Source: an optimization exercise on an open RTL-to-GDS flow (aim: small area and a short achievable clock period). Production flows keep margins and buffers that such runs may drop. Function was checked by simulation only, so behaviour that the tests miss may differ from the original.

## flow/design.v (module list and top-level ports; edited modules follow where they fit)
// module dff: 12 lines
// module dffre: 14 lines
// module mul64: 7363 lines
// module cpa104: 675 lines
// module cpa32: 125 lines
// module sparc_mul_cntl: 91 lines
// module sparc_mul_dp: 111 lines
// module sparc_mul_top: 69 lines
module sparc_mul_top(
   mul_exu_ack, mul_spu_ack, mul_spu_shf_ack, mul_data_out,
   rclk, grst_l, exu_mul_input_vld, exu_mul_rs1_data, exu_mul_rs2_data,
   spu_mul_req_vld, spu_mul_acc, spu_mul_areg_shf, spu_mul_areg_rst,
   spu_mul_op1_data, spu_mul_op2_data, spu_mul_mulres_lshft
   );
  // ...
==> flow/flow/run.sh <==
#!/bin/bash
# Standard layout (standard.sh's make call) with a config that adds to
# the standard flow's config.mk:
# - SYNTH_ARGS=-noabc: synthesis skips the quick ABC pass that Yosys's synth
#   runs before ORFS's full-adder extraction. That pass rewrites the
#   carry-save tree's gates with mixed polarities, and extract_fa then leaves
#   an inverter on most full-adder connections. The registers are the ones
#   the standard synthesis makes.
# - the delay cells join DONT_USE_CELLS, so that the port buffers
#   (buffer_ports takes the weakest buffer) are plain buffers.
# - timing repair aims at a 4.7 ns period (the clock stays at 10 ns).
set -euo pipefail
W=$PWD
DLY=""
for c in clkdlybuf4s15_1 clkdlybuf4s15_2 clkdlybuf4s18_1 clkdlybuf4s18_2 \
         clkdlybuf4s25_1 clkdlybuf4s25_2 clkdlybuf4s50_1 clkdlybuf4s50_2 \
         dlygate4sd1_1 dlygate4sd2_1 dlygate4sd3_1 \
         dlymetal6s2s_1 dlymetal6s4s_1 dlymetal6s6s_1; do
  DLY="$DLY sky130_fd_sc_hd__$c"
done
cat > $W/flow/own_config.mk <<EOC
include $W/config.mk
export SYNTH_ARGS = -noabc
export SETUP_SLACK_MARGIN = 5.3
export DONT_USE_CELLS = $DLY
EOC
sed "s#DESIGN_CONFIG=[^ ]*#DESIGN_CONFIG=$W/flow/own_config.mk#" standard.sh > $W/flow/own_standard.sh
bash $W/flow/own_standard.sh finish > flow_make.log 2>&1
==> flow/flow/own_config.mk <==
include /design/flow/config.mk
export SYNTH_ARGS = -noabc
export SETUP_SLACK_MARGIN = 5.3
export DONT_USE_CELLS =  sky130_fd_sc_hd__clkdlybuf4s15_1 sky130_fd_sc_hd__clkdlybuf4s15_2 sky130_fd_sc_hd__clkdlybuf4s18_1 sky130_fd_sc_hd__clkdlybuf4s18_2 sky130_fd_sc_hd__clkdlybuf4s25_1 sky130_fd_sc_hd__clkdlybuf4s25_2 sky130_fd_sc_hd__clkdlybuf4s50_1 sky130_fd_sc_hd__clkdlybuf4s50_2 sky130_fd_sc_hd__dlygate4sd1_1 sky130_fd_sc_hd__dlygate4sd2_1 sky130_fd_sc_hd__dlygate4sd3_1 sky130_fd_sc_hd__dlymetal6s2s_1 sky130_fd_sc_hd__dlymetal6s4s_1 sky130_fd_sc_hd__dlymetal6s6s_1
==> flow/flow/own_standard.sh <==
#!/bin/bash
# The standard flow's own layout of this design, on the ORFS make targets given (by default finish). After
# finish it leaves the final layout's DEF at /design/flow/out/final.def.
set -euo pipefail
make -C /OpenROAD-flow-scripts/flow DESIGN_CONFIG=/design/flow/flow/own_config.mk WORK_HOME=/design/flow/orfs CLKGATE_MAP_FILE= SYNTH_SCRIPT=/design/flow/synth_recipe.tcl CAP_MARGIN=20 CORE_MARGIN=2 CORE_UTILIZATION=40 CTS_BUF_LIST=sky130_fd_sc_hd__clkbuf_8 SLEW_MARGIN=20 "${@:-finish}"
if [[ -f /design/flow/orfs/results/sky130hd/sparc_mul_top/base/6_final.odb ]]; then
  : # left out here: write the final layout as DEF
fi
==> flow/standard.sh <==
#!/bin/bash
# synth_recipe.tcl (not shown) runs the flow's synth.tcl, then flattens the netlist and writes it again
# the make line also repeats each setting of config.mk as NAME=value (left out here)
make -C /OpenROAD-flow-scripts/flow DESIGN_CONFIG=/design/flow/config.mk WORK_HOME=/design/flow/orfs CLKGATE_MAP_FILE= SYNTH_SCRIPT=/design/flow/synth_recipe.tcl "${@:-finish}"
==> flow/config.mk <==
export PLATFORM = sky130hd
export DESIGN_NAME = sparc_mul_top
export DESIGN_NICKNAME = sparc_mul_top
export VERILOG_FILES = /design/flow/design.v
export SDC_FILE = /design/flow/constraint.sdc
export NUM_CORES = 4
export LEC_CHECK = 0
export CAP_MARGIN = 20
export CORE_MARGIN = 2
export CORE_UTILIZATION = 40
export CTS_BUF_LIST = sky130_fd_sc_hd__clkbuf_8
export SLEW_MARGIN = 20
==> flow/constraint.sdc <==
create_clock -name core_clock -period 10.0 [get_ports {rclk}]
set_input_delay 2.0000 -clock core_clock [delete_from_list [all_inputs] [get_ports {rclk}]]
set_output_delay 2.0000 -clock core_clock [all_outputs]
set_load 0.01 [all_outputs]
==> results.cfg, run 1 <==
[yosys]
synth_xor_area_share_pct = 13.8
async_flop_share_pct = 0
synth.distinct_cells = 74
synth_area_um2 = 71700
netlist.area_leader.share_pct = 33.9
synth_top_area_cell = fa_1
synthAdderAreaFrac_pct = 37.4

[clock_network]
path_clk_slew_ns = 0.06

[detailed_routing]
wire_per_inst_um = 35.1
dr_total_vias = 59330

[cells_and_area]
largest_reg_flops = 136
clkbuf_count = 127
multi_input_area_um2 = 55500
seq-cell-share_pct = 17.0
finalNonFillerCells = 9132
regArea_um2 = 13300
layout_common_cells = fa_1 (1215), xnor2_1 (1060), a22oi_1 (1027), nand2_1 (480), dfxtp_1 (407)

[worst_setup_path]
critical_path_depth = 10
endpoint = dpath.rc[64]$_DFF_P_
end_kind = flop
critPathTopFamily = adder cells

[global_routing]
grtUsageMet2_pct = 51.0
grt_pass1_wl_um = 449000

[status]
outcome = finished clean

[place]
dp.cells = 8794
io_buffers = 330

[sta]
hold_violations = 0
==> run 2: changes to the inputs <==
--- a/flow/flow/run.sh
+++ b/flow/flow/run.sh
@@ -9,5 +9,5 @@
 # - the delay cells join DONT_USE_CELLS, so that the port buffers
 #   (buffer_ports takes the weakest buffer) are plain buffers.
-# - timing repair aims at a 4.7 ns period (the clock stays at 10 ns).
+# - timing repair aims at a 4.55 ns period (the clock stays at 10 ns).
 set -euo pipefail
 W=$PWD
@@ -22,5 +22,5 @@
 include $W/config.mk
 export SYNTH_ARGS = -noabc
-export SETUP_SLACK_MARGIN = 5.3
+export SETUP_SLACK_MARGIN = 5.45
 export DONT_USE_CELLS = $DLY
 EOC
==> flow/flow/own_config.mk (replaced) <==
include /design/flow/config.mk
export SYNTH_ARGS = -noabc
export SETUP_SLACK_MARGIN = 5.45
export DONT_USE_CELLS =  sky130_fd_sc_hd__clkdlybuf4s15_1 sky130_fd_sc_hd__clkdlybuf4s15_2 sky130_fd_sc_hd__clkdlybuf4s18_1 sky130_fd_sc_hd__clkdlybuf4s18_2 sky130_fd_sc_hd__clkdlybuf4s25_1 sky130_fd_sc_hd__clkdlybuf4s25_2 sky130_fd_sc_hd__clkdlybuf4s50_1 sky130_fd_sc_hd__clkdlybuf4s50_2 sky130_fd_sc_hd__dlygate4sd1_1 sky130_fd_sc_hd__dlygate4sd2_1 sky130_fd_sc_hd__dlygate4sd3_1 sky130_fd_sc_hd__dlymetal6s2s_1 sky130_fd_sc_hd__dlymetal6s4s_1 sky130_fd_sc_hd__dlymetal6s6s_1
==> results.cfg, run 2 <==
[run]
drv_cap = 0

[yosys]
synth_top_area_cell = fa_1
synthTopCellsByCount = fa_1 (1216), xnor2_1 (1060), a22oi_1 (1028)
synth_area_um2 = 71700
synthAdderAreaFrac_pct = 37.4
synth.distinct_cells = 74
synth.avg_cell_area_um2 = 10.7
async_flop_share_pct = 0
synth_warnings = 2
synth_xor_area_share_pct = 13.8
synth_top_family_by_area = adder cells
seq_area_frac_synth_pct = 18.3
synth_simple_gate_area_share_pct = 6.43
yosysMostFrequentCell = fa_1
synth_edf_count = 129
netlist.area_leader.share_pct = 33.9
synthFlopType = dfxtp_1
synth_seq_cells = 592
muxShareOfSynthArea_pct = 4.46
syn_inst = 6700
syn-num-nets = 8379
synth_compound_area_share_pct = 15.0
netlist_top_cells_area = fa_1 (34%), xnor2_1 (13%), dfxtp_1 (13%), a22oi_1 (11%), edfxtp_1 (5.4%)

[place]
dp_hpwl_um = 212000
globalplace.congestion = 0.986
dp.cells = 8786
io_buffers = 330

[cells_and_area]
syn_to_final_growth_pct = 9.86
largest_reg_flops = 136
nFillCells = 16663
fin_util_pct = 44.2
multi_input_area_um2 = 55600
final_common_cell = fa_1
drive_gt1_share_pct = 9.61
regArea_um2 = 13300
fin_nets = 8351
finalNonFillerCells = 9130
layout_common_cells = fa_1 (1213), xnor2_1 (1059), a22oi_1 (1026), nand2_1 (478), dfxtp_1 (408)

[floorplanning]
fp.dieH_um = 427
core-area_um2 = 178000
row_count = 155
start_util_pct = 40.2
io_pins = 331
dieArea_um2 = 183000
die_width_um = 427

[detailed_routing]
drt-total-wl_um = 320000
dr.pass1.iters = 8
via_per_inst = 6.51
postRouteAntennaNets = 0
drc = 0
drtIter0Drc = 8459
dr_total_vias = 59436
wire_per_inst_um = 35.1

[worst_setup_path]
critPathRequiredTime_ns = 8.00
critical_path.max_fanout = 3
arrival_ns = 2.58
end_kind = output port
crit_type = input pin to output port
cp-start-kind = input pin

[sta]
hold_violations = 0
finalCritPeriodShare_pct = 45.8
setup_viol = 0
slew_violations = 0
finClkSkew_ns = 0.0878
setup_tns_ns = 0
period_minus_slack_ns = 4.58
worst_pin_slew_ns = 1.05
maxSlewHeadroom_pct = 30.3
rsz0062_at_grt = yes
fmax_ghz = 0.218

[clock_network]
cts_hold_buf = 0
cts_max_level = 3
cts.sinks = 592
cts_max_path_buffers = 3
cts_root_buf = clkbuf_8
insertion_delay_ns = 0.94
path_clk_slew_ns = 0.07
cts_tree = yes
cts_buffers = 103

[global_routing]
grt_pass1_wl_um = 447000
grt_start_max_net_pins = 75
overflow = 0
first_global_vias = 61487
grtUsageTotal_pct = 34.2
antenna_found_initial = 22

[status]
outcome = finished clean

[worst_hold_path]
hp-class = flop to flop
-- run 2: critical path: stages --
cell       delay (ns)
clkbuf_16        0.12
nor2b_4          0.14
o31a_1           0.17
buf_2            0.14
-- run 2: layout make-up --
type	count	share of cell area [%]
Inverter	120	0.589
Multi-Input combinational cell	5247	70.6
Timing Repair inverter	1	0.00635
Tap cell	2355	3.74
Clock buffer	120	2.10
Antenna cell	13	0.0413
Sequential cell	592	16.9
Clock inverter	75	0.716
Timing Repair Buffer	607	5.27
-- run 2: cells by family (layout without fill, tap and decap cells) --
family,count (synthesis),count (layout)
AOI/OAI and AO/OA,1478,1478
adders and majority gates,1415,1415
xor gates and xnor gates,1133,1133
and+or+nand+nor,979,979
buffers and inverters,861,923
DFF,592,592
muxes,242,242
other,0,13
-- run 2: path summary, 6_finish.rpt --
| check | to | slack, ns | startpoint | depth (start not counted) |
|---|---|---|---|---|
| min | dpath.myout[16]$_DFFE_PP_ | 0.43 | dpath.lw[16]$_DFF_P_ | 0 |
| max reg2reg | dpath.rc[33]$_DFF_P_ | 5.44 | dpath.rs2_ff[23]$_DFFE_PN_ | 9 |
| min reg2reg | dpath.myout[16]$_DFFE_PP_ | 0.43 | dpath.lw[16]$_DFF_P_ | 0 |
| max | mul_exu_ack | 5.42 | spu_mul_acc | 4 |
-- run 2: per-layer routing --
layer | track usage [%] | share of wire, % | up-vias | routed length (um)
li1 | - | - | 22878 | -
met1 | 41.7 | 35 | 30100 | 112000
met2 | 50.4 | 42 | 4853 | 136000
met3 | 12.4 | 14 | 1587 | 43600
met4 | 23.5 | 8.8 | 18 | 28200
met5 | 0.450 | 0.070 | - | 224
-- run 2: timing repair --
| action | in CTS | in global routing |
|---|---|---|
| hold endpoints to repair | 0 | 0 |
| setup endpoints to repair | 298 | 138 |
| setup buffers | 93 | 30 |
| pin swaps | 7 | 24 |
| gates resized for setup | 206 | 142 |
| cloned | 5 | 8 |
-- run 2: per-stage QoR --
stage	worst slack [ns]	hold slack, ns	instance area (um^2)
5_1_grt	5.37	0.438	78800
6_report	5.42	0.435	78800
3_3_place_gp	4.42	0.424	74100
4_1_cts	5.44	0.433	77800
3_5_place_dp	4.31	0.424	74100
2_1_floorplan	5.44	0.399	71700
==> run 3: changes to the inputs <==
--- a/flow/flow/run.sh
+++ b/flow/flow/run.sh
@@ -9,5 +9,5 @@
 # - the delay cells join DONT_USE_CELLS, so that the port buffers
 #   (buffer_ports takes the weakest buffer) are plain buffers.
-# - timing repair aims at a 4.55 ns period (the clock stays at 10 ns).
+# - timing repair aims at a 4.5 ns period (the clock stays at 10 ns).
 set -euo pipefail
 W=$PWD
@@ -22,5 +22,5 @@
 include $W/config.mk
 export SYNTH_ARGS = -noabc
-export SETUP_SLACK_MARGIN = 5.45
+export SETUP_SLACK_MARGIN = 5.5
 export DONT_USE_CELLS = $DLY
 EOC
==> flow/flow/own_config.mk (replaced) <==
include /design/flow/config.mk
export SYNTH_ARGS = -noabc
export SETUP_SLACK_MARGIN = 5.5
export DONT_USE_CELLS =  sky130_fd_sc_hd__clkdlybuf4s15_1 sky130_fd_sc_hd__clkdlybuf4s15_2 sky130_fd_sc_hd__clkdlybuf4s18_1 sky130_fd_sc_hd__clkdlybuf4s18_2 sky130_fd_sc_hd__clkdlybuf4s25_1 sky130_fd_sc_hd__clkdlybuf4s25_2 sky130_fd_sc_hd__clkdlybuf4s50_1 sky130_fd_sc_hd__clkdlybuf4s50_2 sky130_fd_sc_hd__dlygate4sd1_1 sky130_fd_sc_hd__dlygate4sd2_1 sky130_fd_sc_hd__dlygate4sd3_1 sky130_fd_sc_hd__dlymetal6s2s_1 sky130_fd_sc_hd__dlymetal6s4s_1 sky130_fd_sc_hd__dlymetal6s6s_1
==> results.cfg, run 3 <==
[status]
outcome = finished clean

[sta]
setup_tns_ns = 0
fmax_ghz = 0.199
period_minus_slack_ns = 5.01
worst_pin_slew_ns = 1.10
maxSlewHeadroom_pct = 26.3
rsz0062_at_grt = yes
setup_viol = 0
finalCritPeriodShare_pct = 50.1
hold_violations = 0
finClkSkew_ns = 0.107
slew_violations = 0
hold-worst-slack_ns = 0.419
timing.final.ws_setup_ns = 4.99

[detailed_routing]
drtIter0Drc = 8596
wire_per_inst_um = 35.4
drt-total-wl_um = 328000
postRouteAntennaNets = 0
dr.pass1.iters = 12
wl_met3_um = 47100
dr_total_vias = 60216
drc = 0
met1_length_um = 114000
wl_met2_um = 137000
top_layer = met5
via_per_inst = 6.50

[worst_setup_path]
cpPeakStageDelay_ns = 0.30
critical_path.max_fanout = 3
critPathTopFamily = buffers and inverters
critPathSlowestCell = o31a_1
cp_num_buf_inv = 34
cp-start-kind = input pin
critPathRequiredTime_ns = 10.78
rr_worst_depth = 18
cpMostUsedCell = buf_1
end_kind = flop
arrival_ns = 5.79
crit_type = input pin to flop
critical_path_depth = 39

[yosys]
async_flop_share_pct = 0
synthFlopType = dfxtp_1
yosysMostFrequentCell = fa_1
synth.distinct_cells = 74
seq_area_frac_synth_pct = 18.3
syn_inst = 6700
netlist_top_cells_area = fa_1 (34%), xnor2_1 (13%), dfxtp_1 (13%), a22oi_1 (11%), edfxtp_1 (5.4%)
syn-num-nets = 8379
synthTopCellsByCount = fa_1 (1216), xnor2_1 (1060), a22oi_1 (1028)
synth_edf_count = 129
netlist.area_leader.share_pct = 33.9
synth_seq_cells = 592
synth_top_area_cell = fa_1
synth_warnings = 2
synth_area_um2 = 71700
synth.avg_cell_area_um2 = 10.7

[floorplanning]
fp.dieH_um = 427
row_count = 155
dieArea_um2 = 183000
start_util_pct = 40.2
die_width_um = 427
core-area_um2 = 178000
io_pins = 331

[cells_and_area]
largest_reg_flops = 136
drive_gt1_share_pct = 11.0
syn_to_final_growth_pct = 11.3
layout_common_cells = fa_1 (1211), xnor2_1 (1058), a22oi_1 (1026), nand2_1 (478), buf_1 (409)
nFillCells = 16624
fin_nets = 8479
finalInstanceArea_um2 = 79800
final_common_cell = fa_1

[place]
io_buffers = 330
globalplace.congestion = 0.988
dp_slack_ns = 4.46
dp_hpwl_um = 215000
placed_area_um2 = 74100

[clock_network]
cts_buffers = 107
cts_max_level = 3
cts_tree = yes
cts_root_buf = clkbuf_8
path_clk_slew_ns = 0.07
insertion_delay_ns = 0.95
cts.sinks = 592
cts_max_path_buffers = 3
cts_hold_buf = 0

[global_routing]
grt_start_max_net_pins = 98
overflow = 0
first_global_vias = 61799
grtUsageTotal_pct = 35.0
grt_pass1_wl_um = 455000
antenna_found_initial = 29

[run]
drv_cap = 0

[worst_hold_path]
hp-class = flop to flop
hold_depth = 0
## run 3: cell types whose count changed in the layout (fill, tap and decap cells not counted), moves of 5 or more
cell / delta
buf_6: +7
dfxtp_4: +7
buf_2: +54
clkbuf_8: +8
ha_4: +7
dfxtp_1: -5
buf_4: +6
inv_1: -5
buf_1: +52
ha_1: -7
buf_12: +11
## run 3: path summary, 6_finish.rpt
check / startpoint / endpoint / slack, ns
min reg2reg: dpath.lw[25]$_DFF_P_ / dpath.myout[25]$_DFFE_PP_ / 0.42
max: spu_mul_acc / control.ok_f$_DFF_P_ / 4.99
max reg2reg: control.acc_actc3$_DFF_P_ / dpath.acc_reg[117]$_SDFFE_PP0P_ / 5.48
min: dpath.lw[25]$_DFF_P_ / dpath.myout[25]$_DFFE_PP_ / 0.42
## run 3: logic make-up (layout without fill, tap and decap cells)
group	after synthesis	in the layout	share of synthesized area [%]
xor+xnor	1133	1133	13.8
compound gates	1478	1478	15.0
other cells	0	15	0
simple gates	979	979	6.43
buf+inv	861	1053	4.52
fa+ha+maj	1415	1415	37.4
mux	242	242	4.46
flops	592	592	18.3
## run 3: timing repair
action,4_1_cts,5_1_grt
pin swaps,9,35
setup endpoints to repair,286,170
setup buffers,137,110
gates resized for setup,256,162
gates cloned,4,4
## run 3: worst reg2reg max path, cell delays in order, from the launching register on
cell	delay, ns
dfxtp_4	0.39
buf_2	0.16
and2_1	0.18
fa_1	0.51
ha_1	0.26
fa_2	0.47
a211oi_4	0.31
o21ai_4	0.11
nand3_4	0.15
a2111oi_4	0.10
buf_2	0.15
o21ai_4	0.24
a21oi_4	0.14
buf_1	0.17
o31ai_4	0.30
nand2_2	0.14
a31o_2	0.28
a211oi_1	0.24
o31ai_1	0.08
## run 3: per-layer routing
layer	track usage [%]	up-vias
met5	0.397	-
met4	23.9	24
li1	-	23153
met1	42.5	30362
met2	50.9	5071
met3	14.0	1606
## run 3: cell type report
class / instances / area [um^2] / share of cell area, %
sequential: 592 / 13400 / 16.7
clock inverter: 73 / 647 / 0.811
multi-input combinational: 5247 / 55800 / 69.9
tap: 2355 / 2950 / 3.69
clock buffer: 128 / 1760 / 2.21
antenna: 15 / 37.5 / 0.0470
timing repair buffer: 732 / 4810 / 6.03
inverter: 120 / 458 / 0.574
## run 3: metrics by stage
| step | cells | util [%] |
|---|---|---|
| after floorplan | 6700 | - |
| after detailed placement | 8790 | 41.6 |
| after global placement | 8787 | 41.6 |
| after global routing | 9251 | 44.7 |
| final | 9262 | 44.8 |
| after CTS | 9132 | 44.0 |
==> run 4: changes to the inputs <==
--- a/flow/flow/run.sh
+++ b/flow/flow/run.sh
@@ -9,5 +9,5 @@
 # - the delay cells join DONT_USE_CELLS, so that the port buffers
 #   (buffer_ports takes the weakest buffer) are plain buffers.
-# - timing repair aims at a 4.5 ns period (the clock stays at 10 ns).
+# - timing repair aims at a 4.6 ns period (the clock stays at 10 ns).
 set -euo pipefail
 W=$PWD
@@ -22,5 +22,5 @@
 include $W/config.mk
 export SYNTH_ARGS = -noabc
-export SETUP_SLACK_MARGIN = 5.5
+export SETUP_SLACK_MARGIN = 5.4
 export DONT_USE_CELLS = $DLY
 EOC
==> flow/flow/own_config.mk (replaced) <==
include /design/flow/config.mk
export SYNTH_ARGS = -noabc
export SETUP_SLACK_MARGIN = 5.4
export DONT_USE_CELLS =  sky130_fd_sc_hd__clkdlybuf4s15_1 sky130_fd_sc_hd__clkdlybuf4s15_2 sky130_fd_sc_hd__clkdlybuf4s18_1 sky130_fd_sc_hd__clkdlybuf4s18_2 sky130_fd_sc_hd__clkdlybuf4s25_1 sky130_fd_sc_hd__clkdlybuf4s25_2 sky130_fd_sc_hd__clkdlybuf4s50_1 sky130_fd_sc_hd__clkdlybuf4s50_2 sky130_fd_sc_hd__dlygate4sd1_1 sky130_fd_sc_hd__dlygate4sd2_1 sky130_fd_sc_hd__dlygate4sd3_1 sky130_fd_sc_hd__dlymetal6s2s_1 sky130_fd_sc_hd__dlymetal6s4s_1 sky130_fd_sc_hd__dlymetal6s6s_1
==> results.cfg, run 4 <==
[sta]
finClkSkew_ns = 0.0645
finalCritPeriodShare_pct = 51.2
setup_viol = 0
fmax_ghz = 0.195
period_minus_slack_ns = 5.12
slew_violations = 0
worst_pin_slew_ns = 1.11
hold_violations = 0
maxSlewHeadroom_pct = 26.3
rsz0062_at_grt = yes
setup_tns_ns = 0
hold-worst-slack_ns = 0.447
timing.final.ws_setup_ns = 4.88

[yosys]
synth_seq_cells = 592
synthAdderAreaFrac_pct = 37.4
synthTopCellsByCount = fa_1 (1216), xnor2_1 (1060), a22oi_1 (1028)
syn_inst = 6700
synth.avg_cell_area_um2 = 10.7
seq_area_frac_synth_pct = 18.3
syn-num-nets = 8379
synth_top_family_by_area = adder cells
netlist.area_leader.share_pct = 33.9
synth_simple_gate_area_share_pct = 6.43
synth_area_um2 = 71700
synthFlopType = dfxtp_1
synth_top_area_cell = fa_1
netlist_top_cells_area = fa_1 (34%), xnor2_1 (13%), dfxtp_1 (13%), a22oi_1 (11%), edfxtp_1 (5.4%)
synth_xor_area_share_pct = 13.8
synth_warnings = 2
yosysMostFrequentCell = fa_1
synth_compound_area_share_pct = 15.0
async_flop_share_pct = 0
synth.distinct_cells = 74
muxShareOfSynthArea_pct = 4.46
synth_edf_count = 129

[global_routing]
overflow = 0
grt_pass1_wl_um = 446000
first_global_vias = 61996
antenna_found_initial = 25
grtUsageTotal_pct = 34.2
grt_start_max_net_pins = 71

[clock_network]
path_clk_slew_ns = 0.06
cts_buffers = 104
cts_tree = yes
cts.sinks = 592
insertion_delay_ns = 0.90
cts_root_buf = clkbuf_8
cts_max_path_buffers = 3
cts_max_level = 3
cts_hold_buf = 0

[detailed_routing]
dr.pass1.iters = 12
via_per_inst = 6.53
postRouteAntennaNets = 0
wl_met3_um = 46600
dr_total_vias = 60001
wl_met2_um = 135000
drc = 0
top_layer = met5
met1_length_um = 110000
wire_per_inst_um = 34.7
drtIter0Drc = 8374
drt-total-wl_um = 319000

[worst_setup_path]
critPathRequiredTime_ns = 10.70
cp_num_buf_inv = 34
cp-start-kind = input pin
arrival_ns = 5.81
cpMostUsedCell = buf_1
critical_path.max_fanout = 3
critPathSlowestCell = a211oi_4
critPathTopFamily = buffers and inverters
cpPeakStageDelay_ns = 0.21
crit_type = input pin to flop
end_kind = flop

[cells_and_area]
multi_input_area_um2 = 55500
syn_to_final_growth_pct = 10.3
finalNonFillerCells = 9188
final_common_cell = fa_1
fin_nets = 8414
nFillCells = 16688
drive_gt1_share_pct = 10.2
largest_reg_flops = 136
layout_common_cells = fa_1 (1211), xnor2_1 (1060), a22oi_1 (1026), nand2_1 (478), dfxtp_1 (407)
regArea_um2 = 13300

[place]
globalplace.congestion = 0.980
dp.cells = 8790
dp_hpwl_um = 212000
dp_slack_ns = 4.13
io_buffers = 330

[floorplanning]
die_width_um = 427
start_util_pct = 40.2
io_pins = 331
core-area_um2 = 178000
fp.dieH_um = 427
row_count = 155
dieArea_um2 = 183000

[run]
drv_cap = 0

[status]
outcome = finished clean

[worst_hold_path]
hp-class = flop to flop
-- run 4: cell counts after synthesis --
Identical to the previous run, type by type.
-- run 4: cell type report --
cell class                 count  share of cell area (%)
sequential                   592                    16.9
clock buffer                 131                    2.28
clock inverter                65                   0.642
inverter                     120                   0.576
antenna                        8                  0.0253
tap                         2355                    3.72
timing repair buffer         669                    5.69
multi-input combinational   5248                    70.2
-- run 4: worst paths after layout --
kind | slack, ns | cells past startpoint | endpoint | startpoint
max | 4.88 | 39 | control.ok_nb$_DFF_P_ | spu_mul_req_vld
min | 0.45 | 0 | dpath.myout[20]$_DFFE_PP_ | dpath.lw[20]$_DFF_P_
max reg2reg | 5.35 | 9 | dpath.rc[66]$_DFF_P_ | dpath.b_one[4]$_DFF_P_
min reg2reg | 0.45 | 0 | dpath.myout[20]$_DFFE_PP_ | dpath.lw[20]$_DFF_P_
-- run 4: metrics by stage --
step | area [um^2] | util, %
4_1_cts | 78000 | 43.8
3_3_place_gp | 74100 | 41.6
2_1_floorplan | 71700 | -
6_report | 79100 | 44.4
3_5_place_dp | 74200 | 41.6
5_1_grt | 79100 | 44.4
-- run 4: repair_timing --
| item | CTS | global route |
|---|---|---|
| resized for setup | 225 | 139 |
| setup endpoints to repair | 319 | 181 |
| gates cloned | 3 | 6 |
| setup buffers | 112 | 73 |
| pin swaps | 4 | 16 |
-- run 4: worst reg2reg max path: stages, from the launching register on --
cell,delay [ns]
dfxtp_4,0.59
clkbuf_4,0.50
a22oi_1,0.18
xnor2_1,0.26
fa_1,0.48
fa_1,0.46
fa_1,0.43
fa_1,0.49
fa_1,0.58
fa_1,0.51
-- run 4: layer usage --
metal | track usage, % | vias to the layer above
li1 | - | 22989
met1 | 41.5 | 30202
met2 | 50.4 | 5187
met3 | 13.1 | 1591
met4 | 22.7 | 32
met5 | 0.582 | -
-- run 4: kinds of logic (layout without fill, tap and decap cells) --
kind of cell             Yosys count  in the layout
XOR/XNOR                        1133           1133
AND/OR/NAND/NOR                  979            979
AO/OA/AOI/OAI                   1478           1479
multiplexers                     242            242
adder cells (fa/ha/maj)         1415           1415
buffers and inverters            861            985
other                              0              8
flip-flops                       592            592
==> run 5: changes to the inputs <==
--- a/flow/flow/run.sh
+++ b/flow/flow/run.sh
@@ -9,5 +9,5 @@
 # - the delay cells join DONT_USE_CELLS, so that the port buffers
 #   (buffer_ports takes the weakest buffer) are plain buffers.
-# - timing repair aims at a 4.6 ns period (the clock stays at 10 ns).
+# - timing repair aims at a 4.7 ns period (the clock stays at 10 ns).
 set -euo pipefail
 W=$PWD
@@ -22,5 +22,5 @@
 include $W/config.mk
 export SYNTH_ARGS = -noabc
-export SETUP_SLACK_MARGIN = 5.4
+export SETUP_SLACK_MARGIN = 5.3
 export DONT_USE_CELLS = $DLY
 EOC
==> flow/flow/own_config.mk (replaced) <==
include /design/flow/config.mk
export SYNTH_ARGS = -noabc
export SETUP_SLACK_MARGIN = 5.3
export DONT_USE_CELLS =  sky130_fd_sc_hd__clkdlybuf4s15_1 sky130_fd_sc_hd__clkdlybuf4s15_2 sky130_fd_sc_hd__clkdlybuf4s18_1 sky130_fd_sc_hd__clkdlybuf4s18_2 sky130_fd_sc_hd__clkdlybuf4s25_1 sky130_fd_sc_hd__clkdlybuf4s25_2 sky130_fd_sc_hd__clkdlybuf4s50_1 sky130_fd_sc_hd__clkdlybuf4s50_2 sky130_fd_sc_hd__dlygate4sd1_1 sky130_fd_sc_hd__dlygate4sd2_1 sky130_fd_sc_hd__dlygate4sd3_1 sky130_fd_sc_hd__dlymetal6s2s_1 sky130_fd_sc_hd__dlymetal6s4s_1 sky130_fd_sc_hd__dlymetal6s6s_1
==> flow/flow/own_standard.sh (replaced) <==
#!/bin/bash
# The standard flow's own layout of this design, on the ORFS make targets given (by default finish). After
# finish it leaves the final layout's DEF at /design/flow/out/final.def.
set -euo pipefail
make -C /OpenROAD-flow-scripts/flow DESIGN_CONFIG=/design/flow/flow/own_config.mk WORK_HOME=/design/flow/orfs CLKGATE_MAP_FILE= SYNTH_SCRIPT=/design/flow/synth_recipe.tcl CAP_MARGIN=20 CORE_MARGIN=2 CORE_UTILIZATION=55 CTS_BUF_LIST=sky130_fd_sc_hd__clkbuf_8 SLEW_MARGIN=20 "${@:-finish}"
if [[ -f /design/flow/orfs/results/sky130hd/sparc_mul_top/base/6_final.odb ]]; then
  : # left out here: write the final layout as DEF
fi
--- a/flow/config.mk
+++ b/flow/config.mk
@@ -8,5 +8,5 @@
 export CAP_MARGIN = 20
 export CORE_MARGIN = 2
-export CORE_UTILIZATION = 40
+export CORE_UTILIZATION = 55
 export CTS_BUF_LIST = sky130_fd_sc_hd__clkbuf_8
 export SLEW_MARGIN = 20
==> results.cfg, run 5 <==
[sta]
setup_viol = 0
finClkSkew_ns = 0.0538
fmax_ghz = 0.213
slew_violations = 0
rsz0062_at_grt = yes
period_minus_slack_ns = 4.70
hold_violations = 0
setup_tns_ns = 0
maxSlewHeadroom_pct = 24.7
worst_pin_slew_ns = 1.13
finalCritPeriodShare_pct = 47.0

[floorplanning]
dieArea_um2 = 133000
core-area_um2 = 129000
start_util_pct = 55.4
row_count = 132
die_width_um = 365
fp.dieH_um = 365
io_pins = 331

[detailed_routing]
dr.pass1.iters = 7
drtIter0Drc = 8118
wire_per_inst_um = 38.6
drt-total-wl_um = 329000
dr_total_vias = 59912
postRouteAntennaNets = 0
via_per_inst = 7.02
drc = 0

[worst_setup_path]
crit_type = flop to flop
rr_startpoint = dpath.rs2_ff[17]$_DFFE_PN_
ff2ff_setup_slack_ns = 5.30
critPathTopFamily = adder cells
cpPeakStageDelay_ns = 0.63
r2r-end = dpath.rc[32]$_DFF_P_
arrival_ns = 5.41
rr_worst_depth = 9
cp_num_buf_inv = 1
cpMostUsedCell = fa_1
critical_path.max_fanout = 31
end_kind = flop
critPathSlowestCell = edfxtp_1
cp-start-kind = flop
critical_path_depth = 9
critPathRequiredTime_ns = 10.70
cp_cell_sequence = buf_4, a22oi_1, xnor2_1, fa_1, fa_1, fa_1, fa_1, fa_1, fa_1

[global_routing]
grt_start_max_net_pins = 69
grtUsageTotal_pct = 48.7
met3_usage_pct = 19.9
overflow = 0
grt_pass1_wl_um = 456000
grtUsageMet2_pct = 71.0
busiest_layer = met2
antenna_found_initial = 26
first_global_vias = 61529
met1_usage_pct = 57.4

[yosys]
synthFlopType = dfxtp_1
yosysMostFrequentCell = fa_1
synth_edf_count = 129
async_flop_share_pct = 0
synth_top_area_cell = fa_1
synth.distinct_cells = 74
netlist_top_cells_area = fa_1 (34%), xnor2_1 (13%), dfxtp_1 (13%), a22oi_1 (11%), edfxtp_1 (5.4%)
syn_inst = 6700
syn-num-nets = 8379
synth_seq_cells = 592
synth.avg_cell_area_um2 = 10.7
netlist.area_leader.share_pct = 33.9
synthTopCellsByCount = fa_1 (1216), xnor2_1 (1060), a22oi_1 (1028)
synth_warnings = 2
seq_area_frac_synth_pct = 18.3
synth_area_um2 = 71700

[worst_hold_path]
hp-class = flop to flop
min_to = dpath.myout[11]$_DFFE_PP_
hold_depth = 0
holdCritStartpoint = dpath.lw[11]$_DFF_P_

[run]
drv_cap = 0

[place]
placed_area_um2 = 73400
dp_hpwl_um = 218000
globalplace.congestion = 0.980
io_buffers = 330

[clock_network]
path_clk_slew_ns = 0.07
cts_root_buf = clkbuf_8
cts_tree = yes
cts_max_level = 3
cts_max_path_buffers = 3
cts.sinks = 592
cts_buffers = 109
insertion_delay_ns = 0.87

[cells_and_area]
finalInstanceArea_um2 = 77500
final_common_cell = fa_1
drive_gt1_share_pct = 9.56
fin_nets = 8351
largest_reg_flops = 136
nFillCells = 11145
layout_common_cells = fa_1 (1215), xnor2_1 (1060), a22oi_1 (1027), nand2_1 (480), dfxtp_1 (407)
fin_util_pct = 59.8
syn_to_final_growth_pct = 8.01

[status]
outcome = finished clean
## run 5: cell counts after synthesis
Identical to the previous run, type by type.
## run 5: worst reg2reg max path, cell delays in order, from the launching register on
cell and delay [ns]:
edfxtp_1 0.63, buf_4 0.55, a22oi_1 0.22, xnor2_1 0.18, fa_1 0.55, fa_1 0.60, fa_1 0.44, fa_1 0.40
fa_1 0.54, fa_1 0.46
## run 5: stage by stage
stage	std cells	hold WS [ns]	setup WS [ns]
detailed placement	8179	0.421	4.36
CTS	8469	0.441	5.30
finish	8534	0.441	5.30
floorplan	6700	0.399	5.31
global route	8515	0.461	5.29
global placement	8178	0.424	4.45
## run 5: what timing repair did
action | CTS | global route
buffers inserted | 82 | 37
resized for setup | 160 | 65
endpoints found under the setup margin | 299 | 145
gates cloned | 4 | 1
pin swaps | 5 | 8
hold buffers | 0 | 0
## run 5: kinds of logic after synthesis
group | count (synthesis) | share of synthesized area (%)
AOI/OAI and AO/OA | 1478 | 15.0
adders and majority gates | 1415 | 37.4
xor gates and xnor gates | 1133 | 13.8
and+or+nand+nor | 979 | 6.43
buffers and inverters | 861 | 4.52
DFF | 592 | 18.3
muxes | 242 | 4.46
## run 5: layer usage
metal,wire length (um),up-vias
met5,235,-
met4,32600,24
met3,47800,1723
met2,139000,5109
met1,110000,30148
li1,-,22908
## run 5: worst max-delay path by stage
stage	from	to
detailed placement	spu_mul_acc	dpath.b_one[1]$_DFF_P_
finish	dpath.rs2_ff[17]$_DFFE_PN_	dpath.rc[32]$_DFF_P_
floorplan	spu_mul_acc	mul_spu_ack
global placement	control.acc_actc3$_DFF_P_	dpath.acc_reg[124]$_SDFFE_PP0P_
global route	control.acc_actc3$_DFF_P_	dpath.acc_reg[91]$_SDFFE_PP0P_
CTS	control.acc_actc3$_DFF_P_	dpath.acc_reg[134]$_SDFFE_PP0P_
## run 5: area by class of cell
class | count | area, um^2 | share of cell area (%)
multi-input cells | 5248 | 55500 | 71.6
flip-flops and latches | 592 | 13300 | 17.2
repair buffers | 601 | 3670 | 4.74
well taps | 1742 | 2180 | 2.81
clock buffers | 135 | 1860 | 2.40
inverters | 120 | 462 | 0.596
clock inverters | 69 | 413 | 0.533
diodes | 27 | 67.6 | 0.0872
==> run 6: changes to the inputs <==
--- a/flow/flow/run.sh
+++ b/flow/flow/run.sh
@@ -9,5 +9,5 @@
 # - the delay cells join DONT_USE_CELLS, so that the port buffers
 #   (buffer_ports takes the weakest buffer) are plain buffers.
-# - timing repair aims at a 4.7 ns period (the clock stays at 10 ns).
+# - timing repair aims at a 4.55 ns period (the clock stays at 10 ns).
 set -euo pipefail
 W=$PWD
@@ -22,5 +22,5 @@
 include $W/config.mk
 export SYNTH_ARGS = -noabc
-export SETUP_SLACK_MARGIN = 5.3
+export SETUP_SLACK_MARGIN = 5.45
 export DONT_USE_CELLS = $DLY
 EOC
==> flow/flow/own_config.mk (replaced) <==
include /design/flow/config.mk
export SYNTH_ARGS = -noabc
export SETUP_SLACK_MARGIN = 5.45
export DONT_USE_CELLS =  sky130_fd_sc_hd__clkdlybuf4s15_1 sky130_fd_sc_hd__clkdlybuf4s15_2 sky130_fd_sc_hd__clkdlybuf4s18_1 sky130_fd_sc_hd__clkdlybuf4s18_2 sky130_fd_sc_hd__clkdlybuf4s25_1 sky130_fd_sc_hd__clkdlybuf4s25_2 sky130_fd_sc_hd__clkdlybuf4s50_1 sky130_fd_sc_hd__clkdlybuf4s50_2 sky130_fd_sc_hd__dlygate4sd1_1 sky130_fd_sc_hd__dlygate4sd2_1 sky130_fd_sc_hd__dlygate4sd3_1 sky130_fd_sc_hd__dlymetal6s2s_1 sky130_fd_sc_hd__dlymetal6s4s_1 sky130_fd_sc_hd__dlymetal6s6s_1
==> results.cfg, run 6 <==
[status]
outcome = finished clean

[sta]
setup_tns_ns = 0
fmax_ghz = 0.219
slew_violations = 0
setup_viol = 0
finClkSkew_ns = 0.0803
hold-worst-slack_ns = 0.442
worst_pin_slew_ns = 1.07
finalCritPeriodShare_pct = 45.6
hold_violations = 0
maxSlewHeadroom_pct = 28.6
timing.final.ws_setup_ns = 5.44
period_minus_slack_ns = 4.56
rsz0062_at_grt = yes

[detailed_routing]
dr.pass1.iters = 9
drt-total-wl_um = 334000
dr_total_vias = 60606
drc = 0
drtIter0Drc = 8772
postRouteAntennaNets = 0
wire_per_inst_um = 38.8
via_per_inst = 7.04

[yosys]
synth_area_um2 = 71700
synthTopCellsByCount = fa_1 (1216), xnor2_1 (1060), a22oi_1 (1028)
syn-num-nets = 8379
synth_seq_cells = 592
synth_warnings = 2
synth.distinct_cells = 74
yosysMostFrequentCell = fa_1
synth_top_area_cell = fa_1
synth.avg_cell_area_um2 = 10.7
syn_inst = 6700
seq_area_frac_synth_pct = 18.3
netlist.area_leader.share_pct = 33.9
netlist_top_cells_area = fa_1 (34%), xnor2_1 (13%), dfxtp_1 (13%), a22oi_1 (11%), edfxtp_1 (5.4%)
async_flop_share_pct = 0
synthFlopType = dfxtp_1
synth_edf_count = 129

[global_routing]
overflow = 0
first_global_vias = 61800
grt_pass1_wl_um = 461000
grtUsageTotal_pct = 49.4
antenna_found_initial = 28
grt_start_max_net_pins = 90

[worst_setup_path]
crit_type = input pin to output port
cpPeakStageDelay_ns = 0.25
r2r-end = dpath.rs[48]$_DFF_P_
rr_startpoint = dpath.b_neg[2]$_DFF_P_
arrival_ns = 2.56
ff2ff_setup_slack_ns = 5.44
startpoint = spu_mul_req_vld
critPathSlowestCell = a211oi_4
cp_cell_sequence = buf_8, nand2_4, a211oi_4, buf_2
cp-start-kind = input pin
rr_worst_depth = 8
endpoint = mul_spu_ack
critical_path.max_fanout = 3
critPathRequiredTime_ns = 8.00
end_kind = output port

[cells_and_area]
drive_gt1_share_pct = 10.7
fin_util_pct = 61.0
syn_to_final_growth_pct = 10.1
finalInstanceArea_um2 = 79000
largest_reg_flops = 136
layout_common_cells = fa_1 (1208), xnor2_1 (1059), a22oi_1 (1022), nand2_1 (479), dfxtp_1 (406)
fin_nets = 8430
final_common_cell = fa_1

[clock_network]
cts.sinks = 592
insertion_delay_ns = 0.90
cts_max_level = 3
cts_tree = yes
cts_max_path_buffers = 3
cts_root_buf = clkbuf_8
path_clk_slew_ns = 0.07
cts_buffers = 108

[place]
io_buffers = 330
globalplace.congestion = 0.987
placed_area_um2 = 73400
dp_slack_ns = 4.34
dp_hpwl_um = 214000

[worst_hold_path]
hp-class = flop to flop

[floorplanning]
row_count = 132
start_util_pct = 55.4
fp.dieH_um = 365
dieArea_um2 = 133000
io_pins = 331
core-area_um2 = 129000
die_width_um = 365

[run]
drv_cap = 0
-- run 6: cell counts after synthesis --
Identical to the previous run, type by type.
-- run 6: what timing repair did --
item | in CTS | in global routing
hold buffers | 0 | 0
endpoints found under the setup margin | 313 | 170
pin swaps | 10 | 16
endpoints found under the hold margin | 0 | 0
resized for setup | 250 | 146
cloned | 4 | 6
setup buffers | 114 | 86
-- run 6: cell type report --
| class | count | area, um^2 |
|---|---|---|
| Multi-Input combinational cell | 5248 | 55600 |
| Sequential cell | 592 | 13300 |
| Fill cell | 11013 | 50500 |
| Antenna cell | 26 | 65.1 |
| Tap cell | 1742 | 2180 |
| Clock inverter | 77 | 697 |
| Clock buffer | 126 | 1730 |
| Timing Repair Buffer | 681 | 4820 |
| Inverter | 120 | 470 |
-- run 6: cell families (layout without fill, tap and decap cells) --
family / Yosys count / after routing / share of synthesized area (%)
buffers and inverters: 861 / 1004 / 4.52
other: 0 / 26 / 0
adders and majority gates: 1415 / 1415 / 37.4
xor gates and xnor gates: 1133 / 1133 / 13.8
DFF: 592 / 592 / 18.3
AOI/OAI and AO/OA: 1478 / 1479 / 15.0
and+or+nand+nor: 979 / 979 / 6.43
muxes: 242 / 242 / 4.46
-- run 6: layer usage --
metal	vias to the layer above	GRT usage, %	wire (um)
li1	23056	-	-
met1	30419	57.4	109000
met2	5361	71.7	140000
met3	1752	20.7	49200
met4	18	39.4	35300
met5	-	0.363	322
-- run 6: worst max-delay path, delay by kind of cell --
kind	cells	cell delay [ns]
compound gates	1	0.25
buf+inv	2	0.26
simple gates	1	0.05
-- run 6: worst min path at each step --
stage	startpoint	endpoint	depth (start not counted)
2_1_floorplan	control.acc_actc4$_DFF_P_	control.acc_reg_shf$_DFF_P_	1
3_3_place_gp	dpath.lw[10]$_DFF_P_	dpath.myout[10]$_DFFE_PP_	0
3_5_place_dp	dpath.lw[9]$_DFF_P_	dpath.myout[9]$_DFFE_PP_	0
4_1_cts	dpath.lw[9]$_DFF_P_	dpath.myout[9]$_DFFE_PP_	0
5_1_grt	dpath.lw[21]$_DFF_P_	dpath.myout[21]$_DFFE_PP_	0
6_report	dpath.lw[9]$_DFF_P_	dpath.myout[9]$_DFFE_PP_	0
-- run 6: stage by stage --
stage,cells
after floorplan,6700
after global placement,8169
after detailed placement,8173
after CTS,8494
after global routing,8597
final,8612
==> run 7: changes to the inputs <==
--- a/flow/flow/run.sh
+++ b/flow/flow/run.sh
@@ -9,5 +9,5 @@
 # - the delay cells join DONT_USE_CELLS, so that the port buffers
 #   (buffer_ports takes the weakest buffer) are plain buffers.
-# - timing repair aims at a 4.55 ns period (the clock stays at 10 ns).
+# - timing repair aims at a 4.7 ns period (the clock stays at 10 ns).
 set -euo pipefail
 W=$PWD
@@ -22,5 +22,5 @@
 include $W/config.mk
 export SYNTH_ARGS = -noabc
-export SETUP_SLACK_MARGIN = 5.45
+export SETUP_SLACK_MARGIN = 5.3
 export DONT_USE_CELLS = $DLY
 EOC
==> flow/flow/own_config.mk (replaced) <==
include /design/flow/config.mk
export SYNTH_ARGS = -noabc
export SETUP_SLACK_MARGIN = 5.3
export DONT_USE_CELLS =  sky130_fd_sc_hd__clkdlybuf4s15_1 sky130_fd_sc_hd__clkdlybuf4s15_2 sky130_fd_sc_hd__clkdlybuf4s18_1 sky130_fd_sc_hd__clkdlybuf4s18_2 sky130_fd_sc_hd__clkdlybuf4s25_1 sky130_fd_sc_hd__clkdlybuf4s25_2 sky130_fd_sc_hd__clkdlybuf4s50_1 sky130_fd_sc_hd__clkdlybuf4s50_2 sky130_fd_sc_hd__dlygate4sd1_1 sky130_fd_sc_hd__dlygate4sd2_1 sky130_fd_sc_hd__dlygate4sd3_1 sky130_fd_sc_hd__dlymetal6s2s_1 sky130_fd_sc_hd__dlymetal6s4s_1 sky130_fd_sc_hd__dlymetal6s6s_1
==> flow/flow/own_standard.sh (replaced) <==
#!/bin/bash
# The standard flow's own layout of this design, on the ORFS make targets given (by default finish). After
# finish it leaves the final layout's DEF at /design/flow/out/final.def.
set -euo pipefail
make -C /OpenROAD-flow-scripts/flow DESIGN_CONFIG=/design/flow/flow/own_config.mk WORK_HOME=/design/flow/orfs CLKGATE_MAP_FILE= SYNTH_SCRIPT=/design/flow/synth_recipe.tcl CAP_MARGIN=20 CORE_MARGIN=2 CORE_UTILIZATION=40 CTS_BUF_LIST=sky130_fd_sc_hd__clkbuf_4 SLEW_MARGIN=20 "${@:-finish}"
if [[ -f /design/flow/orfs/results/sky130hd/sparc_mul_top/base/6_final.odb ]]; then
  : # left out here: write the final layout as DEF
fi
--- a/flow/config.mk
+++ b/flow/config.mk
@@ -8,5 +8,5 @@
 export CAP_MARGIN = 20
 export CORE_MARGIN = 2
-export CORE_UTILIZATION = 55
-export CTS_BUF_LIST = sky130_fd_sc_hd__clkbuf_8
+export CORE_UTILIZATION = 40
+export CTS_BUF_LIST = sky130_fd_sc_hd__clkbuf_4
 export SLEW_MARGIN = 20
==> results.cfg, run 7 <==
[status]
outcome = finished clean

[floorplanning]
start_util_pct = 40.2
dieArea_um2 = 183000
row_count = 155
core-area_um2 = 178000
fp.dieH_um = 427
die_width_um = 427
io_pins = 331

[clock_network]
insertion_delay_ns = 1.27
path_clk_slew_ns = 0.07
cts_hold_buf = 0
cts_root_buf = clkbuf_4
cts_max_level = 4
cts_tree = yes
cts_max_path_buffers = 3
cts.sinks = 592
cts_buffers = 165

[global_routing]
antenna_found_initial = 27
overflow = 0
first_global_vias = 62835
grt_start_max_net_pins = 80
grtUsageTotal_pct = 34.7
grt_pass1_wl_um = 452000

[cells_and_area]
largest_reg_flops = 136
multi_input_area_um2 = 55500
layout_common_cells = fa_1 (1216), xnor2_1 (1059), a22oi_1 (1027), nand2_1 (480), dfxtp_1 (406)
syn_to_final_growth_pct = 8.92
drive_gt1_share_pct = 10.9
finalNonFillerCells = 9238
finalInstanceArea_um2 = 78100
final_common_cell = fa_1
fin_nets = 8414
regArea_um2 = 13300
fin_util_pct = 43.8
nFillCells = 16891

[detailed_routing]
via_per_inst = 6.49
wire_per_inst_um = 34.8
dr_total_vias = 59912
dr.pass1.iters = 9
drc = 0
drtIter0Drc = 8107
postRouteAntennaNets = 0
drt-total-wl_um = 322000

[sta]
slew_violations = 0
finClkSkew_ns = 0.0959
hold_violations = 0
hold-worst-slack_ns = 0.439
rsz0062_at_grt = yes
worst_pin_slew_ns = 1.13
maxSlewHeadroom_pct = 24.7
setup_viol = 0
timing.final.ws_setup_ns = 5.32
finalCritPeriodShare_pct = 46.8
period_minus_slack_ns = 4.68
fmax_ghz = 0.214
setup_tns_ns = 0

[place]
dp.cells = 8794
dp_slack_ns = 4.53
dp_hpwl_um = 217000
placed_area_um2 = 74200
globalplace.congestion = 1.00
io_buffers = 330

[worst_setup_path]
critPathRequiredTime_ns = 11.04
end_kind = flop
cp-start-kind = flop
critical_path.max_fanout = 19
arrival_ns = 5.72
crit_type = flop to flop

[yosys]
netlist.area_leader.share_pct = 33.9
syn_inst = 6700
synth_edf_count = 129
synth.distinct_cells = 74
synth_seq_cells = 592
seq_area_frac_synth_pct = 18.3
synth_warnings = 2
synthTopCellsByCount = fa_1 (1216), xnor2_1 (1060), a22oi_1 (1028)
synth_area_um2 = 71700
synth.avg_cell_area_um2 = 10.7
async_flop_share_pct = 0
netlist_top_cells_area = fa_1 (34%), xnor2_1 (13%), dfxtp_1 (13%), a22oi_1 (11%), edfxtp_1 (5.4%)
synth_top_area_cell = fa_1
synthFlopType = dfxtp_1
syn-num-nets = 8379
yosysMostFrequentCell = fa_1

[worst_hold_path]
hp-class = flop to flop

[run]
drv_cap = 0
run 7: cell counts after synthesis:
Identical to the previous run, type by type.
run 7: path summary, 6_finish.rpt:
| kind | startpoint | end | slack (ns) | cells after the start |
|---|---|---|---|---|
| worst max register to register | dpath.b_neg[10]$_DFF_P_ | dpath.rc[61]$_DFF_P_ | 5.32 | 8 |
| worst max-delay path | dpath.b_neg[10]$_DFF_P_ | dpath.rc[61]$_DFF_P_ | 5.32 | 8 |
| worst min register to register | dpath.lw[15]$_DFF_P_ | dpath.myout[15]$_DFFE_PP_ | 0.44 | 0 |
| worst min-delay path | dpath.lw[15]$_DFF_P_ | dpath.myout[15]$_DFFE_PP_ | 0.44 | 0 |
run 7: cell families (layout without fill, tap and decap cells):
kind of cell	after synthesis	after routing	synth area share (%)
AOI/OAI and AO/OA	1478	1479	15.0
muxes	242	242	4.46
other	0	16	0
and+or+nand+nor	979	979	6.43
adders and majority gates	1415	1415	37.4
xor gates and xnor gates	1133	1133	13.8
buffers and inverters	861	1027	4.52
DFF	592	592	18.3
run 7: timing repair:
item,4_1_cts,5_1_grt
endpoints found under the setup margin,278,160
setup buffers,78,46
resized for setup,151,87
gates cloned,3,2
pin swaps,5,8
run 7: metal layers:
layer	global-route usage [%]	vias to the layer above	routed length [um]
li1	-	23109	-
met1	42.1	30333	114000
met2	51.5	4974	137000
met3	13.0	1472	43800
met4	22.9	24	25900
met5	0	-	186
run 7: final cells by class:
cell class              instances  share of cell area (%)
diodes                         16                  0.0513
clock buffers                 238                    2.29
clock inverters                61                   0.522
inverters                     120                   0.585
multi-input cells            5248                    71.0
flip-flops and latches        592                    17.0
well taps                    2355                    3.77
repair buffers                608                    4.70
run 7: critical path, stage by stage, from the launching register on:
cell and delay (ns):
dfxtp_4 0.79, buf_2 0.59, xnor2_1 0.18, fa_1 0.49, fa_1 0.59, fa_1 0.43
fa_1 0.41, fa_1 0.54, fa_1 0.44
==> run 8: changes to the inputs <==
--- a/flow/flow/run.sh
+++ b/flow/flow/run.sh
@@ -9,5 +9,5 @@
 # - the delay cells join DONT_USE_CELLS, so that the port buffers
 #   (buffer_ports takes the weakest buffer) are plain buffers.
-# - timing repair aims at a 4.7 ns period (the clock stays at 10 ns).
+# - timing repair aims at a 4.55 ns period (the clock stays at 10 ns).
 set -euo pipefail
 W=$PWD
@@ -22,5 +22,5 @@
 include $W/config.mk
 export SYNTH_ARGS = -noabc
-export SETUP_SLACK_MARGIN = 5.3
+export SETUP_SLACK_MARGIN = 5.45
 export DONT_USE_CELLS = $DLY
 EOC
==> flow/flow/own_config.mk (replaced) <==
include /design/flow/config.mk
export SYNTH_ARGS = -noabc
export SETUP_SLACK_MARGIN = 5.45
export DONT_USE_CELLS =  sky130_fd_sc_hd__clkdlybuf4s15_1 sky130_fd_sc_hd__clkdlybuf4s15_2 sky130_fd_sc_hd__clkdlybuf4s18_1 sky130_fd_sc_hd__clkdlybuf4s18_2 sky130_fd_sc_hd__clkdlybuf4s25_1 sky130_fd_sc_hd__clkdlybuf4s25_2 sky130_fd_sc_hd__clkdlybuf4s50_1 sky130_fd_sc_hd__clkdlybuf4s50_2 sky130_fd_sc_hd__dlygate4sd1_1 sky130_fd_sc_hd__dlygate4sd2_1 sky130_fd_sc_hd__dlygate4sd3_1 sky130_fd_sc_hd__dlymetal6s2s_1 sky130_fd_sc_hd__dlymetal6s4s_1 sky130_fd_sc_hd__dlymetal6s6s_1
==> results.cfg, run 8 <==
[yosys]
yosysMostFrequentCell = fa_1
synth_area_um2 = 71700
netlist_top_cells_area = fa_1 (34%), xnor2_1 (13%), dfxtp_1 (13%), a22oi_1 (11%), edfxtp_1 (5.4%)
async_flop_share_pct = 0
seq_area_frac_synth_pct = 18.3
synthFlopType = dfxtp_1
synth_warnings = 2
synth.avg_cell_area_um2 = 10.7
synth_seq_cells = 592
synth_edf_count = 129
synth.distinct_cells = 74
synth_top_area_cell = fa_1
syn_inst = 6700
syn-num-nets = 8379
netlist.area_leader.share_pct = 33.9
synthTopCellsByCount = fa_1 (1216), xnor2_1 (1060), a22oi_1 (1028)

[cells_and_area]
nFillCells = 16752
syn_to_final_growth_pct = 9.83
drive_gt1_share_pct = 11.1
fin_util_pct = 44.2
finalInstanceArea_um2 = 78800
fin_nets = 8410
layout_common_cells = fa_1 (1209), xnor2_1 (1059), a22oi_1 (1027), nand2_1 (478), dfxtp_1 (407)
final_common_cell = fa_1
largest_reg_flops = 136

[worst_hold_path]
hp-class = flop to flop
min_to = dpath.myout[28]$_DFFE_PP_
holdCritStartpoint = dpath.lw[28]$_DFF_P_
hold_depth = 0

[sta]
hold_violations = 0
slew_violations = 0
worst_pin_slew_ns = 1.07
maxSlewHeadroom_pct = 29.0
fmax_ghz = 0.218
rsz0062_at_grt = yes
finClkSkew_ns = 0.155
setup_tns_ns = 0
hold-worst-slack_ns = 0.443
period_minus_slack_ns = 4.58
finalCritPeriodShare_pct = 45.8
setup_viol = 0

[global_routing]
overflow = 0
grt_pass1_wl_um = 447000
grtUsageTotal_pct = 34.3
antenna_found_initial = 27
grt_start_max_net_pins = 75
first_global_vias = 62103

[floorplanning]
dieArea_um2 = 183000
die_width_um = 427
row_count = 155
start_util_pct = 40.2
fp.dieH_um = 427
io_pins = 331
core-area_um2 = 178000

[worst_setup_path]
cp_cell_sequence = clkbuf_16, nor2b_4, o31a_1, buf_2
critPathTopFamily = buffers and inverters
ff2ff_setup_slack_ns = 5.43
critPathSlowestCell = o31a_1
cp_num_buf_inv = 2
cpPeakStageDelay_ns = 0.16
rr_worst_depth = 9
r2r-end = dpath.rs[67]$_DFF_P_
rr_startpoint = dpath.b_one[2]$_DFF_P_
end_kind = output port
cp-start-kind = input pin
arrival_ns = 2.58
critPathRequiredTime_ns = 8.00
crit_type = input pin to output port
critical_path.max_fanout = 3

[detailed_routing]
dr.pass1.iters = 9
via_per_inst = 6.49
dr_total_vias = 60018
drtIter0Drc = 8197
drt-total-wl_um = 320000
wire_per_inst_um = 34.6
postRouteAntennaNets = 0
drc = 0

[place]
io_buffers = 330
placed_area_um2 = 74100
dp_hpwl_um = 212000
globalplace.congestion = 0.986

[clock_network]
cts_tree = yes
insertion_delay_ns = 1.35
cts_root_buf = clkbuf_4
cts.sinks = 592
path_clk_slew_ns = 0.07
cts_max_level = 4
cts_buffers = 167
cts_max_path_buffers = 3

[status]
outcome = finished clean

[run]
drv_cap = 0
[run 8: cell counts after synthesis]
No cell type changed its count.
[run 8: cell type report]
type | count | area (um^2) | share of cell area (%)
multi-input combinational | 5247 | 55600 | 70.6
sequential | 592 | 13300 | 16.9
timing repair buffer | 603 | 4140 | 5.25
tap | 2355 | 2950 | 3.74
clock buffer | 243 | 1820 | 2.32
inverter | 120 | 463 | 0.588
clock inverter | 69 | 409 | 0.519
antenna | 22 | 55.1 | 0.0699
[run 8: what timing repair did]
action / 4_1_cts / 5_1_grt
cloned: 6 / 6
endpoints found under the setup margin: 333 / 153
setup buffers: 91 / 28
hold buffers: 0 / 0
pin swaps: 6 / 13
gates resized for setup: 200 / 148
[run 8: worst max path at each step]
stage | slack [ns] | depth (start not counted) | from | end
final | 5.42 | 4 | spu_mul_acc | mul_exu_ack
after detailed placement | 4.31 | 16 | control.acc_actc3$_DFF_P_ | dpath.acc_reg[124]$_SDFFE_PP0P_
after floorplan | 5.44 | 3 | spu_mul_acc | mul_exu_ack
after global routing | 5.26 | 19 | control.acc_actc3$_DFF_P_ | dpath.acc_reg[94]$_SDFFE_PP0P_
after global placement | 4.42 | 16 | control.acc_actc3$_DFF_P_ | dpath.acc_reg[124]$_SDFFE_PP0P_
after CTS | 5.43 | 3 | control.acc_reg_shf2$_DFF_P_ | mul_data_out[47]
[run 8: kinds of logic (layout without fill, tap and decap cells)]
logic type / after synthesis / in the layout / synth area share (%)
xor gates and xnor gates: 1133 / 1133 / 13.8
buffers and inverters: 861 / 1035 / 4.52
DFF: 592 / 592 / 18.3
and+or+nand+nor: 979 / 979 / 6.43
other: 0 / 22 / 0
AOI/OAI and AO/OA: 1478 / 1478 / 15.0
adders and majority gates: 1415 / 1415 / 37.4
muxes: 242 / 242 / 4.46
[run 8: routing by layer]
layer	global-route usage, %	wire (um)	vias up
met4	23.4	28100	32
met2	50.7	136000	5002
met3	12.7	44200	1646
met1	41.6	112000	30241
met5	0.476	341	-
li1	-	-	23097
[run 8: through the flow]
stage	setup WS [ns]	instances
after detailed placement	4.31	8786
after global placement	4.42	8785
final	5.42	9251
after global routing	5.26	9237
after floorplan	5.44	6700
after CTS	5.43	9195
[run 8: worst register-to-register path: cells and delay by family (launching register included)]
| kind | cells | cell delay (ns) |
|---|---|---|
| flip-flops | 1 | 0.63 |
| buffers and inverters | 1 | 0.52 |
| adder cells (fa/ha/maj) | 6 | 2.95 |
| XOR/XNOR | 1 | 0.18 |
| AO/OA/AOI/OAI | 1 | 0.21 |

==> afterwards: timing with drivers on the ports <==
No port has a modelled driver above. Below, the same layouts with a new extraction and two added sets of constraints.
Step 1 assumes that a clkbuf_16 drives the clock port and a buf_2 every other input.
Step 2 times the ports against the registers' clock, not the clock port: input delays grow and output delays shrink by t, the midpoint of the rising clock arrivals with the driver on.
Slacks: ideal / step 1 / step 2; pairs: ideal / step 1.
| run | t (ns) | setup WS [ns] | worst register clock-pin slew, ns | worst data-port slew with drivers (ns) |
|---|---|---|---|---|
| run 1 | 0.958 | 5.309 / 5.123 / 5.059 | 0.08 / 0.08 | 0.19 |
| run 2 | 0.983 | 5.419 / 5.269 / 4.681 | 0.08 / 0.08 | 0.16 |
| run 3 | 0.988 | 4.986 / 4.911 / 3.924 | 0.09 / 0.09 | 0.15 |
| run 4 | 0.952 | 4.882 / 4.785 / 3.834 | 0.07 / 0.07 | 0.20 |
| run 5 | 0.931 | 5.298 / 5.110 / 4.905 | 0.07 / 0.07 | 0.21 |
| run 6 | 0.945 | 5.437 / 5.247 / 4.740 | 0.08 / 0.08 | 0.20 |
| run 7 | 1.303 | 5.320 / 5.145 / 5.100 | 0.09 / 0.09 | 0.20 |
| run 8 | 1.361 | 5.423 / 5.270 / 4.476 | 0.09 / 0.09 | 0.17 |
After both steps setup and hold are still met in every run listed. The setup slack of run 3, which loses most, moves by -0.075 ns with the drivers and by -1.062 ns with both steps.
